Context: an optimization exercise on an open-source flow, tuned for small area, a short achievable clock period and few clock cycles per item. The choices shown serve that exercise and are no tape-out recipe.
The RTL was checked by simulation tests, not by an equivalence proof against the original design.
No activity file was given, so power comes from the tool's default toggle rates.

## maple
## ysyx_mulunit
module ysyx_mulunit (
    input          clk,
    input          rst_n,
    input          mul_valid,
    input  [63:0]  alu_src1,
    input  [63:0]  alu_src2,
    input  [3:0]   mul_expand_signed,
    output [129:0] mul_res,
    output         sh_fnsh_flag
);
mul u_mul (
    .clk(clk),
    .rst_n(rst_n),
    .mul_valid(mul_valid),
    .alu_src1(alu_src1),
    .alu_src2(alu_src2),
    .mul_expand_signed(mul_expand_signed),
    .mul_res(mul_res),
    .sh_fnsh_flag(sh_fnsh_flag)
);
endmodule
Size: roughly 3200 cells after synthesis, about 320 flip-flops, roughly 270 I/O pins.
==> flow/config.mk <==
export PLATFORM = sky130hd
export DESIGN_NAME = ysyx_mulunit
export DESIGN_NICKNAME = ysyx_mulunit
export VERILOG_FILES = /design/flow/design.v
export SDC_FILE = /design/flow/constraint.sdc
export NUM_CORES = 8
export LEC_CHECK = 0
export CAP_MARGIN = 20
export CORE_MARGIN = 2
export CORE_UTILIZATION = 50
export SETUP_SLACK_MARGIN = 4.5
export SLEW_MARGIN = 20
export SYNTH_HIERARCHICAL = 1
export TNS_END_PERCENT = 30
==> flow/constraint.sdc <==
create_clock -name core_clock -period 8.0 [get_ports {clk}]
set_input_delay 1.6000 -clock core_clock [delete_from_list [all_inputs] [get_ports {clk}]]
set_output_delay 1.6000 -clock core_clock [all_outputs]
set_load 0.01 [all_outputs]
standard.sh (not shown) runs the stock make flow with config.mk's settings and CLKGATE_MAP_FILE= SYNTH_SCRIPT=/design/flow/synth_recipe.tcl, a recipe that flattens the netlist after the stock synthesis.
==> flow/flow/run.sh <==
#!/bin/bash
# Layout flow: the standard layout (standard.sh, which also runs the
# standard synthesis) with these settings changed:
#  - the port buffers start as buf_2 instead of the buffer the resizer picks;
#  - sizing may swap a cell for one of another footprint;
#  - clock tree synthesis inserts no dummy loads.
# make's output goes to make.log; each step's tool output is in orfs/logs/.
set -euo pipefail
bash standard.sh MATCH_CELL_FOOTPRINT=0 \
    "BUFFER_PORTS_ARGS=-buffer_cell sky130_fd_sc_hd__buf_2" \
    "CTS_ARGS=-sink_clustering_enable -repair_clock_nets -dont_use_dummy_load" \
    finish > make.log 2>&1
Testbench counts of maple, summed over its fixed seeds: cycles 34,590, muls 4,800.
diff inputs: maple => cedar
- TNS_END_PERCENT: 30 -> unset
- cedar and maple ended up with nearly the same wire length reported by the detailed router.
- Comparing cedar against maple, there is no change at all in layout inverter count without the clock tree.
- Cmp cedar and maple / number of buffers inserted by post-CTS setup repair / higher: cedar
- Against maple, non-clock buffer count in cedar rose slightly.
- Proportion of cell area occupied by registers across cedar and maple: no real change.
- Looking at cedar and maple, the post-route core utilization is a wash.

========
== job 235 ==
ysyx_mulunit again, from the RTL that the note above started with.
==> flow/config.mk <==
export PLATFORM = sky130hd
export DESIGN_NAME = ysyx_mulunit
export DESIGN_NICKNAME = ysyx_mulunit
export VERILOG_FILES = /design/flow/design.v
export SDC_FILE = /design/flow/constraint.sdc
export NUM_CORES = 8
export LEC_CHECK = 0
export CAP_MARGIN = 20
export CORE_MARGIN = 2
export CORE_UTILIZATION = 50
export SETUP_SLACK_MARGIN = 4.7
export SLEW_MARGIN = 20
export SYNTH_HIERARCHICAL = 1
==> flow/constraint.sdc <==
create_clock -name core_clock -period 8.0 [get_ports {clk}]
set_input_delay 1.6000 -clock core_clock [delete_from_list [all_inputs] [get_ports {clk}]]
set_output_delay 1.6000 -clock core_clock [all_outputs]
set_load 0.01 [all_outputs]
Scripts as last shown in full above: flow/flow/run.sh
Job 235 completed every stage of the flow, and the final layout passed the timing, design-rule and antenna checks.
Testbench counts of job 235, summed over its fixed seeds: cycles 34,590, muls 4,800.
Modified inputs, job 6980 compared to job 235
Settings: an added PLACE_DENSITY of 0.7; a change of SETUP_SLACK_MARGIN from 4.7 to 4.5.
==> comparison <==
Diff job 235 and job 6980: count of clock-buffer cells in the layout higher in job 235. Taking job 235 as the reference, in job 6980 leakage component of the power went down by 1.9%; fmax went down by about 4.4%; critical path depth went up by 2; first-pass GRT wire length went up by 1.6%; hold slack went up by 21 ps. Beginning of the critical path = u_mul.P[41]: job 235; beginning of the critical path = u_mul.C[30]: job 6980.
diff inputs: job 6980 => job 7949
Settings: removing PLACE_DENSITY (formerly 0.7); changing SETUP_SLACK_MARGIN from 4.5 to 4.6.
## What came out
- Job 7949 went all the way through the flow, and no timing, DRC or antenna check failed.
- Job 7949 against job 6980: share of final layout cell area taken by non-clock buffers now sits higher; total wire length after detailed routing went down 3.0%; per-cell via count in the routed design -1.9%; met2 routing resource usage after global routing lost 4.1 points; wire length on met3 increased 1.6%.
- Sort job 6980 and job 7949 by critical path depth desc -> top: job 6980
- Job 7949: pin count of the biggest net entering global routing is about 11% lower than what job 6980 reported.
The following lists how job 8196 was set up differently from job 7949:
Settings: TNS_END_PERCENT: unset -> 10; SETUP_SLACK_MARGIN: 4.6 -> 4.5.
## What came out
Lower sequential portion of the cell area was reported by job 7949, not job 8196.
Higher biggest cell delay along the critical path was reported by job 8196, not job 7949.
Job 7949 and job 8196 ended up with roughly the same source-to-sink clock delay at the later pin of the worst-skew pair.
Higher non-clock buffer count goes to job 7949 over job 8196.
The fmax reported for job 8196 is smaller than that of job 7949 by 4.2%.
On multi-input combinational area share, job 7949 and job 8196 are neck and neck.

========
Setup of oak:
Starting RTL as in the previous note.
==> flow/config.mk <==
export PLATFORM = sky130hd
export DESIGN_NAME = ysyx_mulunit
export DESIGN_NICKNAME = ysyx_mulunit
export VERILOG_FILES = /design/flow/design.v
export SDC_FILE = /design/flow/constraint.sdc
export NUM_CORES = 8
export LEC_CHECK = 0
export CAP_MARGIN = 20
export CORE_MARGIN = 2
export CORE_UTILIZATION = 50
export GPL_ROUTABILITY_DRIVEN = 0
export SETUP_SLACK_MARGIN = 4.5
export SLEW_MARGIN = 20
export SYNTH_HIERARCHICAL = 1
==> flow/constraint.sdc <==
create_clock -name core_clock -period 8.0 [get_ports {clk}]
set_input_delay 1.6000 -clock core_clock [delete_from_list [all_inputs] [get_ports {clk}]]
set_output_delay 1.6000 -clock core_clock [all_outputs]
set_load 0.01 [all_outputs]
Scripts as last shown in full above: flow/flow/run.sh
Testbench counts of oak, summed over its fixed seeds: cycles 34,590, muls 4,800.
diff inputs: oak => pine
Settings: ABC_AREA: unset -> 1; GPL_ROUTABILITY_DRIVEN: 0 -> unset.
### Flow results
pine went all the way through the flow, and no timing, DRC or antenna check failed.
The fraction of area in registers of pine falls short of that of oak by 1.3 points.
Wire: pine routes more than oak
oak → pine: maximum number of pins on one net before global-route repair stayed essentially flat, first-pass GRT wire length rose by 10%, power after layout fell by 0.95%, clock skew fell by 0.027 ns.
oak ended up with xnor2_1 as its most frequent standard cell in the layout excluding fill and tap cells; pine ended up with nand2_1.
Of oak and pine, oak shows the lower number of buffer and inverter stages on the critical path, with pine above it.
Dominant combinational cell family by area after synthesis: simple AND/OR/NAND/NOR gates -> pine, adder cells -> oak
The part of the power in the clock network in pine sits 0.2 points above the value recorded for oak.
pine leaves more setup margin than oak.

========
Starting RTL as in the previous note.
export LEC_CHECK = 0
export CAP_MARGIN = 20
export CORE_MARGIN = 2
export CORE_UTILIZATION = 50
export SETUP_SLACK_MARGIN = 4.5
export SLEW_MARGIN = 20
export SYNTH_HIERARCHICAL = 1
create_clock -name core_clock -period 8.0 [get_ports {clk}]
==> flow/flow/run.sh <==
#!/bin/bash
# Layout flow: the standard layout (standard.sh, which also runs the
# standard synthesis) with these settings changed:
#  - the port buffers start as buf_1 instead of the buffer the resizer picks;
#  - sizing may swap a cell for one of another footprint;
#  - clock tree synthesis inserts no dummy loads.
# make's output goes to make.log; each step's tool output is in orfs/logs/.
set -euo pipefail
bash standard.sh MATCH_CELL_FOOTPRINT=0 \
    "BUFFER_PORTS_ARGS=-buffer_cell sky130_fd_sc_hd__buf_1" \
    "CTS_ARGS=-sink_clustering_enable -repair_clock_nets -dont_use_dummy_load" \
    finish > make.log 2>&1
Testbench counts at the start, summed over its fixed seeds: cycles 34,590, muls 4,800.
Then changed:
==> flow/flow/run.sh (replaced) <==
#!/bin/bash
# Layout flow: the standard layout (standard.sh, which also runs the
# standard synthesis) with these settings changed:
#  - the port buffers start as buf_2 instead of the buffer the resizer picks;
#  - sizing may swap a cell for one of another footprint;
#  - clock tree synthesis inserts no dummy loads.
# make's output goes to make.log; each step's tool output is in orfs/logs/.
set -euo pipefail
bash standard.sh MATCH_CELL_FOOTPRINT=0 \
    "BUFFER_PORTS_ARGS=-buffer_cell sky130_fd_sc_hd__buf_2" \
    "CTS_ARGS=-sink_clustering_enable -repair_clock_nets -dont_use_dummy_load" \
    finish > make.log 2>&1
Settings changed: CORE_UTILIZATION 50 to 57.
Result: Global-route usage is higher by 5.0 points; register-to-register slack loses 0.07 ns; power is higher by 0.47%.
Then changed:
Settings changed: CORE_UTILIZATION 57 to 44.
Total power hardly moves.
Core utilization goes down by 15 points.
Via count goes down by a few percent.
Die area goes up by a quarter to a third.

-- port drivers added, routing unchanged --
The results above use ideal ports. As a check the final layouts listed here were re-extracted and re-timed, cells and wires unchanged. Step 1 (the two cells are an assumption about what drives the block):
set clk [get_ports {clk}]
set_driving_cell -lib_cell sky130_fd_sc_hd__clkbuf_16 $clk
set_driving_cell -lib_cell sky130_fd_sc_hd__buf_2 [delete_from_list [all_inputs] $clk]
Step 2 also shifts input and output timing later by t, the mid clock arrival at the registers, as if the neighbouring blocks saw the same clock. Three values: ideal ports, drivers, drivers and shift; two values: the first two.
run | shift t [ns] | setup WS [ns] | worst setup path after step 2 | slew at the worst register clock pin (ns) | cell pins on the clock port's net
maple | 0.612 | 4.569 / 4.569 / 4.050 | input to register | 0.06 / 0.06 | 1
cedar | 0.611 | 4.572 / 4.572 / 4.038 | input to register | 0.06 / 0.06 | 1
job 235 | 0.611 | 4.677 / 4.677 / 4.180 | input to register | 0.06 / 0.06 | 1
job 6980 | 0.611 | 4.525 / 4.525 / 3.988 | input to register | 0.06 / 0.06 | 1
job 7949 | 0.610 | 4.580 / 4.597 / 4.007 | input to register | 0.06 / 0.06 | 1
job 8196 | 0.609 | 4.430 / 4.430 / 4.005 | input to register | 0.06 / 0.06 | 1
oak | 0.627 | 4.516 / 4.516 / 3.995 | input to register | 0.06 / 0.06 | 1
pine | 0.625 | 4.602 / 4.602 / 4.231 | input to register | 0.06 / 0.06 | 1
the first run of note 4 | 0.605 | 4.565 / 4.574 / 4.001 | input to register | 0.06 / 0.06 | 1
the second run of note 4 | 0.605 | 4.496 / 4.496 / 4.053 | input to register | 0.07 / 0.07 | 1
the third run of note 4 | 0.620 | 4.527 / 4.527 / 4.109 | input to register | 0.06 / 0.06 | 1
After both steps every run listed still meets setup and hold. The setup slack of job 7949, which loses most, moves by +0.017 ns with the drivers and by -0.573 ns with both steps.
